Source: an optimization exercise on an open RTL-to-GDS flow (aim: small area). Production flows keep margins and buffers that such runs may drop.
No run shown here included a check of the RTL's function; only the layout flow was run.
The clock port is modelled as an ideal driver; clocking choices that lean on that would not hold on a real chip.
Power and IR drop assume default switching activity.

==> flow/design.v <==
module asp_sel2 (
    input s0,
    input d0,
    input s1,
    input d1,
    output y
);
    assign y = (s0 & d0) | (s1 & d1);
endmodule
module asp_xor2 (
    input a,
    input b,
    output y
);
    assign y = a ^ b;
endmodule
module asp_xnor2 (
    input a,
    input b,
    output y
);
    assign y = ~(a ^ b);
endmodule
module ASP #(parameter data_size = 32, parameter tag_size = 8, parameter mem_depth = 256) (
    input clk,
    input reset,
    input data_parity_ready_in,
    input[(data_size):0] data_parity_in,
    input network_data_ready_in,
    input network_ACK_in,
    input[(data_size+tag_size-1):0] network_data_tag_in,
    output parity_error_out,
    output host_data_ready_out,
    output[(data_size-1):0] host_data_out,
    output network_data_ready_out,
    output network_ACK_out,
    output[(data_size+tag_size-1):0] network_data_tag_out
);
    wire [31:0] h = data_parity_in[32:1];
    wire [31:0] n = network_data_tag_in[39:8];
    wire e_in;           
    wire [7:0] m_bit;    
    wire [7:0] tag_out;  
    wire m_in = &m_bit;
    wire a_in = network_data_ready_in & ~network_ACK_in & m_in;
    wire t_in = ~network_data_ready_in & data_parity_ready_in & ~e_in;
    reg [31:0] x1, x2, x3, y1, y2, y3;
    reg e1, e2, e3, a1, a2, a3;
    wire x_n = ~e_in & network_data_ready_in;
    wire y_h = ~network_data_ready_in & data_parity_ready_in;
    wire [31:1] x_in;
    wire [31:0] y_in;
    genvar i;
    generate
        for (i = 0; i < 32; i = i + 1) begin : sel
            if (i > 0) begin : x
                asp_sel2 x_sel (.s0(e_in), .d0(h[i]), .s1(x_n), .d1(n[i]), .y(x_in[i]));
            end
            asp_sel2 y_sel (.s0(network_data_ready_in), .d0(n[i]), .s1(y_h), .d1(h[i]), .y(y_in[i]));
        end
    endgenerate
    always @(posedge clk) begin
        x1[31:1] <= x_in;
        y1 <= y_in;
        x2[31:1] <= x1[31:1];
        y2 <= y1;
        x3[31:1] <= x2[31:1];
        y3 <= y2;
        if (reset) begin
            {e1, a1, x1[0]} <= 3'b000;
            {e2, a2, x2[0]} <= 3'b000;
            {e3, a3, x3[0]} <= 3'b000;
        end else begin
            {e1, a1, x1[0]} <= {e_in, a_in, (e_in & h[0]) | (a_in & ~e_in & n[0]) | t_in};
            {e2, a2, x2[0]} <= {e1, a1, x1[0]};
            {e3, a3, x3[0]} <= {e2, a2, x2[0]};
        end
    end
    wire t3 = ~e3 & ~a3 & x3[0];
    assign parity_error_out       = ~reset & e3;
    assign host_data_ready_out    = ~reset & (e3 | a3);
    assign network_data_ready_out = ~reset & (t3 | a3);
    assign network_ACK_out        = ~reset & a3;
    assign host_data_out          = x3;
    assign network_data_tag_out   = {y3, tag_out};
    wire xt_1;
    asp_xor2 u_xt_1 (.a(data_parity_in[0]), .b(data_parity_in[1]), .y(xt_1));
    wire xt_2;
    asp_xor2 u_xt_2 (.a(data_parity_in[2]), .b(data_parity_in[3]), .y(xt_2));
    wire xt_3;
    asp_xor2 u_xt_3 (.a(data_parity_in[4]), .b(data_parity_in[5]), .y(xt_3));
    wire xt_4;
    asp_xor2 u_xt_4 (.a(data_parity_in[6]), .b(data_parity_in[7]), .y(xt_4));
    wire xt_5;
    asp_xor2 u_xt_5 (.a(data_parity_in[8]), .b(data_parity_in[9]), .y(xt_5));
    wire xt_6;
    asp_xor2 u_xt_6 (.a(data_parity_in[10]), .b(data_parity_in[11]), .y(xt_6));
    wire xt_7;
    asp_xor2 u_xt_7 (.a(data_parity_in[12]), .b(data_parity_in[13]), .y(xt_7));
    wire xt_8;
    asp_xor2 u_xt_8 (.a(data_parity_in[14]), .b(data_parity_in[15]), .y(xt_8));
    wire xt_9;
    asp_xor2 u_xt_9 (.a(data_parity_in[16]), .b(data_parity_in[17]), .y(xt_9));
    wire xt_10;
    asp_xor2 u_xt_10 (.a(data_parity_in[18]), .b(data_parity_in[19]), .y(xt_10));
    wire xt_11;
    asp_xor2 u_xt_11 (.a(data_parity_in[20]), .b(data_parity_in[21]), .y(xt_11));
    wire xt_12;
    asp_xor2 u_xt_12 (.a(data_parity_in[22]), .b(data_parity_in[23]), .y(xt_12));
    wire xt_13;
    asp_xor2 u_xt_13 (.a(data_parity_in[24]), .b(data_parity_in[25]), .y(xt_13));
    wire xt_14;
    asp_xor2 u_xt_14 (.a(data_parity_in[26]), .b(data_parity_in[27]), .y(xt_14));
    wire xt_15;
    asp_xor2 u_xt_15 (.a(data_parity_in[28]), .b(data_parity_in[29]), .y(xt_15));
    wire xt_16;
    asp_xor2 u_xt_16 (.a(data_parity_in[30]), .b(data_parity_in[31]), .y(xt_16));
    wire xt_17;
    asp_xor2 u_xt_17 (.a(xt_1), .b(xt_2), .y(xt_17));
    wire xt_18;
    asp_xor2 u_xt_18 (.a(xt_3), .b(xt_4), .y(xt_18));
    wire xt_19;
    asp_xor2 u_xt_19 (.a(xt_5), .b(xt_6), .y(xt_19));
    wire xt_20;
    asp_xor2 u_xt_20 (.a(xt_7), .b(xt_8), .y(xt_20));
    wire xt_21;
    asp_xor2 u_xt_21 (.a(xt_9), .b(xt_10), .y(xt_21));
    wire xt_22;
    asp_xor2 u_xt_22 (.a(xt_11), .b(xt_12), .y(xt_22));
    wire xt_23;
    asp_xor2 u_xt_23 (.a(xt_13), .b(xt_14), .y(xt_23));
    wire xt_24;
    asp_xor2 u_xt_24 (.a(xt_15), .b(xt_16), .y(xt_24));
    wire xt_25;
    asp_xor2 u_xt_25 (.a(xt_17), .b(xt_18), .y(xt_25));
    wire xt_26;
    asp_xor2 u_xt_26 (.a(xt_19), .b(xt_20), .y(xt_26));
    wire xt_27;
    asp_xor2 u_xt_27 (.a(xt_21), .b(xt_22), .y(xt_27));
    wire xt_28;
    asp_xor2 u_xt_28 (.a(xt_23), .b(xt_24), .y(xt_28));
    wire xt_29;
    asp_xor2 u_xt_29 (.a(xt_25), .b(xt_26), .y(xt_29));
    wire xt_30;
    asp_xor2 u_xt_30 (.a(xt_27), .b(xt_28), .y(xt_30));
    wire xt_31;
    asp_xor2 u_xt_31 (.a(xt_29), .b(xt_30), .y(xt_31));
    wire xt_32;
    asp_xor2 u_xt_32 (.a(xt_31), .b(data_parity_in[32]), .y(xt_32));
    wire xt_33;
    asp_xor2 u_xt_33 (.a(network_data_tag_in[0]), .b(n[3]), .y(xt_33));
    wire xt_34;
    asp_xor2 u_xt_34 (.a(n[11]), .b(n[22]), .y(xt_34));
    wire xt_35;
    asp_xor2 u_xt_35 (.a(xt_33), .b(xt_34), .y(xt_35));
    wire xt_36;
    asp_xor2 u_xt_36 (.a(xt_35), .b(n[25]), .y(xt_36));
    wire xt_37;
    asp_xor2 u_xt_37 (.a(network_data_tag_in[1]), .b(n[4]), .y(xt_37));
    wire xt_38;
    asp_xor2 u_xt_38 (.a(n[12]), .b(n[23]), .y(xt_38));
    wire xt_39;
    asp_xor2 u_xt_39 (.a(xt_37), .b(xt_38), .y(xt_39));
    wire xt_40;
    asp_xor2 u_xt_40 (.a(xt_39), .b(n[26]), .y(xt_40));
    wire xt_41;
    asp_xor2 u_xt_41 (.a(network_data_tag_in[2]), .b(n[5]), .y(xt_41));
    wire xt_42;
    asp_xor2 u_xt_42 (.a(n[13]), .b(n[16]), .y(xt_42));
    wire xt_43;
    asp_xor2 u_xt_43 (.a(xt_41), .b(xt_42), .y(xt_43));
    wire xt_44;
    asp_xor2 u_xt_44 (.a(xt_43), .b(n[27]), .y(xt_44));
    wire xt_45;
    asp_xor2 u_xt_45 (.a(network_data_tag_in[3]), .b(n[6]), .y(xt_45));
    wire xt_46;
    asp_xor2 u_xt_46 (.a(n[14]), .b(n[17]), .y(xt_46));
    wire xt_47;
    asp_xor2 u_xt_47 (.a(xt_45), .b(xt_46), .y(xt_47));
    wire xt_48;
    asp_xor2 u_xt_48 (.a(xt_47), .b(n[28]), .y(xt_48));
    wire xt_49;
    asp_xor2 u_xt_49 (.a(network_data_tag_in[4]), .b(n[7]), .y(xt_49));
    wire xt_50;
    asp_xor2 u_xt_50 (.a(n[15]), .b(n[18]), .y(xt_50));
    wire xt_51;
    asp_xor2 u_xt_51 (.a(xt_49), .b(xt_50), .y(xt_51));
    wire xt_52;
    asp_xor2 u_xt_52 (.a(xt_51), .b(n[29]), .y(xt_52));
    wire xt_53;
    asp_xor2 u_xt_53 (.a(network_data_tag_in[5]), .b(n[0]), .y(xt_53));
    wire xt_54;
    asp_xor2 u_xt_54 (.a(n[8]), .b(n[19]), .y(xt_54));
    wire xt_55;
    asp_xor2 u_xt_55 (.a(xt_53), .b(xt_54), .y(xt_55));
    wire xt_56;
    asp_xor2 u_xt_56 (.a(xt_55), .b(n[30]), .y(xt_56));
    wire xt_57;
    asp_xor2 u_xt_57 (.a(network_data_tag_in[6]), .b(n[1]), .y(xt_57));
    wire xt_58;
    asp_xor2 u_xt_58 (.a(n[9]), .b(n[20]), .y(xt_58));
    wire xt_59;
    asp_xor2 u_xt_59 (.a(xt_57), .b(xt_58), .y(xt_59));
    wire xt_60;
    asp_xor2 u_xt_60 (.a(xt_59), .b(n[31]), .y(xt_60));
    wire xt_61;
    asp_xor2 u_xt_61 (.a(network_data_tag_in[7]), .b(n[2]), .y(xt_61));
    wire xt_62;
    asp_xor2 u_xt_62 (.a(n[10]), .b(n[21]), .y(xt_62));
    wire xt_63;
    asp_xor2 u_xt_63 (.a(xt_61), .b(xt_62), .y(xt_63));
    wire xt_64;
    asp_xor2 u_xt_64 (.a(xt_63), .b(n[24]), .y(xt_64));
    wire xt_65;
    asp_xor2 u_xt_65 (.a(y3[3]), .b(y3[11]), .y(xt_65));
    wire xt_66;
    asp_xor2 u_xt_66 (.a(y3[22]), .b(y3[25]), .y(xt_66));
    wire xt_67;
    asp_xnor2 u_xt_67 (.a(xt_65), .b(xt_66), .y(xt_67));
    wire xt_68;
    asp_xor2 u_xt_68 (.a(y3[4]), .b(y3[12]), .y(xt_68));
    wire xt_69;
    asp_xor2 u_xt_69 (.a(y3[23]), .b(y3[26]), .y(xt_69));
    wire xt_70;
    asp_xnor2 u_xt_70 (.a(xt_68), .b(xt_69), .y(xt_70));
    wire xt_71;
    asp_xor2 u_xt_71 (.a(y3[5]), .b(y3[13]), .y(xt_71));
    wire xt_72;
    asp_xor2 u_xt_72 (.a(y3[16]), .b(y3[27]), .y(xt_72));
    wire xt_73;
    asp_xnor2 u_xt_73 (.a(xt_71), .b(xt_72), .y(xt_73));
    wire xt_74;
    asp_xor2 u_xt_74 (.a(y3[6]), .b(y3[14]), .y(xt_74));
    wire xt_75;
    asp_xor2 u_xt_75 (.a(y3[17]), .b(y3[28]), .y(xt_75));
    wire xt_76;
    asp_xnor2 u_xt_76 (.a(xt_74), .b(xt_75), .y(xt_76));
    wire xt_77;
    asp_xor2 u_xt_77 (.a(y3[7]), .b(y3[15]), .y(xt_77));
    wire xt_78;
    asp_xor2 u_xt_78 (.a(y3[18]), .b(y3[29]), .y(xt_78));
    wire xt_79;
    asp_xnor2 u_xt_79 (.a(xt_77), .b(xt_78), .y(xt_79));
    wire xt_80;
    asp_xor2 u_xt_80 (.a(y3[0]), .b(y3[8]), .y(xt_80));
    wire xt_81;
    asp_xor2 u_xt_81 (.a(y3[19]), .b(y3[30]), .y(xt_81));
    wire xt_82;
    asp_xnor2 u_xt_82 (.a(xt_80), .b(xt_81), .y(xt_82));
    wire xt_83;
    asp_xor2 u_xt_83 (.a(y3[1]), .b(y3[9]), .y(xt_83));
    wire xt_84;
    asp_xor2 u_xt_84 (.a(y3[20]), .b(y3[31]), .y(xt_84));
    wire xt_85;
    asp_xnor2 u_xt_85 (.a(xt_83), .b(xt_84), .y(xt_85));
    wire xt_86;
    asp_xor2 u_xt_86 (.a(y3[2]), .b(y3[10]), .y(xt_86));
    wire xt_87;
    asp_xor2 u_xt_87 (.a(y3[21]), .b(y3[24]), .y(xt_87));
    wire xt_88;
    asp_xnor2 u_xt_88 (.a(xt_86), .b(xt_87), .y(xt_88));
    assign e_in = xt_32;
    assign m_bit[0] = xt_36;
    assign m_bit[1] = xt_40;
    assign m_bit[2] = xt_44;
    assign m_bit[3] = xt_48;
    assign m_bit[4] = xt_52;
    assign m_bit[5] = xt_56;
    assign m_bit[6] = xt_60;
    assign m_bit[7] = xt_64;
    assign tag_out[0] = xt_67;
    assign tag_out[1] = xt_70;
    assign tag_out[2] = xt_73;
    assign tag_out[3] = xt_76;
    assign tag_out[4] = xt_79;
    assign tag_out[5] = xt_82;
    assign tag_out[6] = xt_85;
    assign tag_out[7] = xt_88;
endmodule
==> flow/flow/run.sh <==
#!/bin/bash
# The standard layout, with these changes:
#  - the port buffers are inserted as the smallest buffer cell;
#  - the buffers that synthesis put on high-fanout nets are removed before placement
#    (REMOVE_ABC_BUFFERS);
#  - the clock tree is built from clkbuf_4 cells without dummy loads, and flow/post_cts.tcl
#    upsizes any leaf buffer with too many flip-flops for the clock-pin slew limit.
set -euo pipefail
export BUFFER_PORTS_ARGS="-buffer_cell sky130_fd_sc_hd__buf_1"
export REMOVE_ABC_BUFFERS=1
export CTS_ARGS="-sink_clustering_enable -repair_clock_nets -dont_use_dummy_load -buf_list sky130_fd_sc_hd__clkbuf_4 -sink_clustering_size 12 -sink_clustering_max_diameter 40"
export POST_CTS_TCL="$PWD/flow/post_cts.tcl"
bash standard.sh > standard.log 2>&1
==> flow/flow/post_cts.tcl <==
set block [ord::get_db_block]
set big [[ord::get_db] findMaster sky130_fd_sc_hd__clkbuf_8]
set upsized 0
foreach inst [$block getInsts] {
  if { [[$inst getMaster] getName] ne "sky130_fd_sc_hd__clkbuf_4" } {
    continue
  }
  set net [[$inst findITerm X] getNet]
  if { $net eq "NULL" } {
    continue
  }
  set loads [expr { [llength [$net getITerms]] - 1 }]
  if { $loads > 12 } {
    $inst swapMaster $big
    incr upsized
  }
}
puts "post_cts: upsized $upsized clock buffers to clkbuf_8"
if { $upsized > 0 } {
  detailed_placement
  check_placement -verbose
}
==> flow/standard.sh <==
#!/bin/bash
# synth_recipe.tcl (not shown) runs the flow's synth.tcl, then flattens the netlist and writes it again
# the make line also repeats each setting of config.mk as NAME=value (left out here)
make -C /OpenROAD-flow-scripts/flow DESIGN_CONFIG=/design/flow/config.mk WORK_HOME=/design/flow/orfs CLKGATE_MAP_FILE= SYNTH_SCRIPT=/design/flow/synth_recipe.tcl "${@:-finish}"
==> flow/config.mk <==
export PLATFORM = sky130hd
export DESIGN_NAME = ASP
export DESIGN_NICKNAME = ASP
export VERILOG_FILES = /design/flow/design.v
export SDC_FILE = /design/flow/constraint.sdc
export NUM_CORES = 4
export LEC_CHECK = 0
export CAP_MARGIN = 20
export CORE_MARGIN = 2
export CORE_UTILIZATION = 70
export GPL_TIMING_DRIVEN = 0
export SLEW_MARGIN = 20
export SYNTH_HIERARCHICAL = 1
export SYNTH_MINIMUM_KEEP_SIZE = 0
==> flow/constraint.sdc <==
create_clock -name core_clock -period 5.0 [get_ports {clk}]
set_input_delay 1.0000 -clock core_clock [delete_from_list [all_inputs] [get_ports {clk}]]
set_output_delay 1.0000 -clock core_clock [all_outputs]
set_load 0.01 [all_outputs]
==> impl_results.md, run 1 <==
* RR Startpoint: a1
* Pins over their slew limit at 0
* Slew @ Worst Pin at 0.764 ns
* DRT iter0 DRCs at 118
* First-pass GRT wire length at 15.2 mm
* Die Span Y at 92.6 µm
* Clock sinks at 198
* Crit path max fanout at 19
* PnR worst setup slack at 1.55 ns
* WHS at 0.289 ns
* Number of max-cap violations at 0
* Layout Nets at 626
* DP Area at 6250 µm²
* Setup WS pre-CTS at 1.15 ns
* Vias in the first global route at 3,226
* Fin crit period at 3.45 ns
* Worst Clk Skew at 0.0388 ns
* Status: no timing/DRC/antenna violations
* Fin crit share at 69.1%
* FF+latch count, synth at 198
* Skew-Pair Late Insertion Delay at 0.43 ns
* Sequential area share after synthesis at 72.2%
* Cell Pwr Density at 609 nW/µm²
* Endpoints failing setup at 0
* Via count at 3,287
* IO buf count at 153
* Netlist Area Pre-Place at 5490 µm²
* Fin. Hold Viols at 0
* Synth Area per Inst at 14.4 µm²
* Pin count of the biggest net entering global routing at 36
* Share of post-route cells with drive strength above 1 at 4.58%
* Total GRT Usage at 24.0%
* Maximum VDD drop at 0.447 mV
* WP data arrival at 3.74 ns
* Synth area leaders: dfxtp_1, xor2_1, a22o_1, xnor2_1, nor2b_1
* GR Overflow Total at 0
* Slew HR at 49.1%
* TritonRoute pass-1 iters at 4
* Top_reg_cell synth: dfxtp_1
* Routability Congestion at 0.855
* Remaining routing DRC violations at 0
* Diode count at 0
* Top Ports at 154
* Area of the die at 8570 µm²
* Highest clock rate at 0.290 GHz
* Routed vias/inst at 5.07
* Synth area leader: dfxtp_1
* Remaining antenna violation count after routing at 0
* Worst-path clk slew at 0.12 ns
* Hpwl dp at 7.16 mm
* CP Data Required Time at 5.28 ns
* Synth warnings at 7
* CP startpoint kind: primary input
* Drt wl/cell at 15.3 µm
* Crit path launch: data_parity_in[15]
* Yosys cell types at 16
* Drt total wl at 9.89 mm
* Synth async-reset ratio at 0%
* Critical path class: in -> reg
* Worst min-delay path category: reg -> reg
* Worst hold start: y2[22]
* CORE AREA at 7650 µm²
* Total Power at 3.92 mW
* Top-count cell post-synth: dfxtp_1
* Area Growth Syn to Fin at 17.1%
* Worst Setup End Kind: flop
* Post-synth top area share at 72.2%
* Cells after Synth at 382
* Commonest cells in the netlist: dfxtp_1, xor2_1, a22o_1
* Starting Density at 71.8%
* RSZ-0062 raised after global routing: no
* Die W at 92.6 µm
* Final Cell Area at 6430 µm²
* Initial antenna violation count at 0
* FP Rows at 32
* Filler Cell Count at 420
* CTS tree: yes
* Static Leak at 2.65 nW
* Number of synthesized flops with an enable pin at 0
## worst max-delay path, stage by stage
cell and delay, ns:
buf_1 0.16, xor2_1 0.26, xor2_1 0.28, xor2_1 0.21, xor2_1 0.18, xor2_1 0.35, xor2_4 0.53, buf_16 0.23
nor2b_4 0.11, buf_16 0.18, a22o_1 0.22
## power by group
group | switching (mW) | internal [mW] | total [mW]
logic | 0.618 | 0.513 | 1.13
clock network | 0.419 | 0.236 | 0.655
registers | 0.106 | 2.03 | 2.13
total | 1.14 | 2.77 | 3.92
## per-layer routing
layer  GRT usage (%)  wire, µm  vias to the layer above
met1            27.3      4100                     1526
met2            40.6      4950                      128
li1                -         -                     1614
met5               0         0                        -
met4            12.6       237                        0
met3            7.32       604                       19
## stage by stage
| step | cells | util, % | TNS [ns] |
|---|---|---|---|
| global route | 648 | 84.1 | 0 |
| finish | 648 | 84.1 | 0 |
| detailed placement | 631 | 81.7 | 0 |
| global placement | 628 | 80.1 | -51.51 |
| floorplan | 373 | - | 0 |
## cells in the final DEF (no fill, tap or decap)
cell type and instances:
clkbuf_4 8, buf_1 152, nand4b_1 1, or2_1 1, nor2b_1 8, nand4_1 1
a22o_1 63, buf_2 1, nor4_1 2, clkbuf_8 9, inv_1 3, nand2_2 1
buf_16 3, o31a_1 1, nor2b_4 2, xnor2_1 8, dfxtp_1 198, nor2_1 2
xor2_1 79, a21oi_1 2, xor2_4 1
## cells by family after synthesis
family | after synthesis | synth area share, %
flip-flops | 198 | 72.2
AO/OA/AOI/OAI | 66 | 10.4
AND/OR/NAND/NOR | 18 | 2.01
XOR/XNOR | 88 | 14.0
buffers and inverters | 12 | 1.39
## per-module statistics from Yosys, one instance, submodules excluded
module	flops+latches	cell area, µm²	copies in the design
ASP	198	4170	1
asp_sel2	0	8.76	63
asp_xnor2	0	8.76	8
asp_xor2	0	8.76	80
## layout make-up
cell class | count | area [µm²] | share of cell area (%)
inverters | 3 | 11.3 | 0.175
multi-input cells | 172 | 1490 | 23.1
well taps | 102 | 128 | 1.98
clock buffers | 17 | 184 | 2.86
flip-flops and latches | 198 | 3960 | 61.6
repair buffers | 156 | 658 | 10.2
## state kept, by name, indices dropped and copies added, names as in the netlist, 32 cells and up
signal / flops
x1: 32
x2: 32
y2: 32
y1: 32
y3: 32
x3: 32
## worst paths after layout
path / to / slack [ns] / cells past startpoint
setup / recovery: x1[14] / 1.55 / 11
hold / removal: y3[22] / 0.29 / 0
setup reg to reg: a2 / 4.43 / 1
hold reg to reg: y3[22] / 0.29 / 0
==> run 2, diff against run 1 <==
--- a/flow/config.mk
+++ b/flow/config.mk
@@ -5,10 +5,10 @@
 export SDC_FILE = /design/flow/constraint.sdc
 export NUM_CORES = 4
 export LEC_CHECK = 0
-export CAP_MARGIN = 20
+export CAP_MARGIN = 0
 export CORE_MARGIN = 2
 export CORE_UTILIZATION = 70
 export GPL_TIMING_DRIVEN = 0
-export SLEW_MARGIN = 20
+export SLEW_MARGIN = 0
 export SYNTH_HIERARCHICAL = 1
 export SYNTH_MINIMUM_KEEP_SIZE = 0
==> run 2 against run 1 <==
Clock power is 1% lower. Critical path depth stayed put. Area after synthesis stayed put. Highest routed layer unchanged. Combinational power hardly changed. First-iteration DRC count is 5.1% lower. Synthesized cell count stayed put. Register-to-register slack better by 0.03 ns. Setup slack worse by 0.072 ns. Sequential share of layout area is 0.31 points higher. Non-clock buffer count is 1 lower. Global-route usage is 0.19 points lower.
==> impl_results.md, run 2 <==
* Status: no timing/DRC/antenna violations
* DRT iter0 DRCs at 112
* Cells after Synth at 382
* WHS at 0.285 ns
* Top-count cell post-synth: dfxtp_1
* Cell Pwr Density at 608 nW/µm²
* Vias in the first global route at 3,219
* RSZ-0062 raised after global routing: no
* Total GRT Usage at 23.8%
* Setup TNS at 0 ns
* Worst min-delay path category: reg -> reg
* GR Overflow Total at 0
* DP Area at 6210 µm²
* Total Power at 3.89 mW
* Area Growth Syn to Fin at 16.5%
* Crit path max fanout at 27
* Top Ports at 154
* Die W at 92.6 µm
* Number of max-cap violations at 0
* Drt total wl at 9.79 mm
* Share of post-route cells with drive strength above 1 at 4.40%
* Static Leak at 2.64 nW
* Commonest cells after routing, fill and taps aside: dfxtp_1, buf_1, xor2_1, a22o_1, clkbuf_8
* Via count at 3,277
* CORE AREA at 7650 µm²
* Die Span Y at 92.6 µm
* Sequential area share after synthesis at 72.2%
* Commonest cells in the netlist: dfxtp_1, xor2_1, a22o_1
* TritonRoute pass-1 iters at 4
* Fin. Hold Viols at 0
* Most common cell after layout, fill and taps aside: dfxtp_1
* Clock sinks at 198
* Hold depth at 0
* Area of the die at 8570 µm²
* Grt met2 use at 40.1%
* Final Cell Area at 6400 µm²
* Pin count of the biggest net entering global routing at 36
* CP Data Required Time at 5.34 ns
* Worst-path clk slew at 0.12 ns
* Remaining routing DRC violations at 0
* Pins over their slew limit at 0
* Initial antenna violation count at 0
* Synth area leader: dfxtp_1
* Busiest grt layer: met2
* Worst Setup End Kind: flop
* Hpwl dp at 6.90 mm
* Post-synth top area share at 72.2%
* Highest clock rate at 0.284 GHz
* Worst r2r path cells at 1
* Critical path class: in -> reg
* Routability Congestion at 0.855
* CP startpoint kind: primary input
* IO buf count at 153
* CTS tree: yes
* Number of synthesized flops with an enable pin at 0
* WP data arrival at 3.87 ns
* Synth async-reset ratio at 0%
* Synth area leaders: dfxtp_1, xor2_1, a22o_1, xnor2_1, nor2b_1
* Remaining antenna violation count after routing at 0
* Routed vias/inst at 5.06
* Fin crit period at 3.53 ns
* Met1 GRT Util at 26.9%
* Synth warnings at 7
* Drt wl/cell at 15.1 µm
* Endpoints failing setup at 0
* Maximum VDD drop at 0.352 mV
* Fin crit share at 70.5%
* FF+latch count, synth at 198
* Diode count at 0
* Skew-Pair Late Insertion Delay at 0.43 ns
* Synth Area per Inst at 14.4 µm²
* Met3 usage at 8.30%
* Layout Nets at 625
* Yosys cell types at 16
* FP Rows at 32
* First-pass GRT wire length at 15.1 mm
* Worst Clk Skew at 0.0415 ns
* Starting Density at 71.8%
* Netlist Area Pre-Place at 5490 µm²
* Slew HR at 42.2%
* Top_reg_cell synth: dfxtp_1
* Slew @ Worst Pin at 0.865 ns
[run 2: cell counts after synthesis]
Identical to the previous run, type by type.
[run 2: report_power, final]
part	internal (mW)	switching, mW
Combinational	0.508	0.607
Sequential	2.03	0.103
Clock	0.235	0.412
[run 2: final timing paths]
kind	endpoint	from	slack, ns
hold / removal	x3[27]	x2[27]	0.29
setup reg to reg	x2[0]	x1[0]	4.46
setup / recovery	x1[14]	data_parity_in[14]	1.47
hold reg to reg	x3[27]	x2[27]	0.29
[run 2: cell type report]
cell class	count	area (µm²)
Tap cell	102	128
Clock buffer	17	184
Sequential cell	198	3960
Multi-Input combinational cell	172	1480
Timing Repair Buffer	155	631
Fill cell	441	1250
Inverter	3	11.3
[run 2: logic make-up after synthesis]
group,after synthesis,synth area share [%]
AO/OA/AOI/OAI,66,10.4
XOR/XNOR,88,14.0
buffers and inverters,12,1.39
flip-flops,198,72.2
AND/OR/NAND/NOR,18,2.01
[run 2: routing by layer]
metal	wire length, µm	up-vias
met5	0	-
met4	213	0
met3	700	16
met2	4930	131
met1	3950	1519
li1	-	1611
[run 2: through the flow]
step	util [%]	cells	worst slack, ns
after floorplan	-	373	0.655
after global placement	80.1	628	-1.67
after detailed placement	81.3	630	1.06
after global routing	83.7	647	1.31
final	83.7	647	1.47
[run 2: worst max-delay path, cell delays in order]
cell     delay (ns)
buf_1          0.17
xor2_1         0.25
xor2_1         0.24
xor2_1         0.20
xor2_1         0.18
xor2_1         0.35
xor2_4         0.21
buf_16         0.22
nor2b_2        0.65
buf_16         0.23
a22o_1         0.16
[run 2: Yosys stat by module (local to each module, per instance)]
module,cell area (µm²),copies in the design,cells inside
asp_xnor2,8.76,8,1
asp_xor2,8.76,80,1
asp_sel2,8.76,63,1
ASP,4170,1,231

[re-timing with driven ports]
The results above use ideal ports. As a check the final layouts listed here were re-extracted and re-timed, cells and wires unchanged.
Step 1 assumes that a clkbuf_16 drives the clock port and a buf_2 every other input.
Step 2 times the ports against the registers' clock, not the clock port: input delays grow and output delays shrink by t, the midpoint of the rising clock arrivals with the driver on.
Slacks: no drivers / after step 1 / after step 2; pairs: no drivers / after step 1.
run	t, ns	setup WS [ns]	worst setup path after step 2	worst slew at a driven data input, ns	pins driven straight from the clock port
run 1	0.447	1.546 / 1.556 / 1.109	input to register	0.06	1
run 2	0.448	1.474 / 1.484 / 1.037	input to register	0.06	1
After both steps every run listed still meets setup and hold.
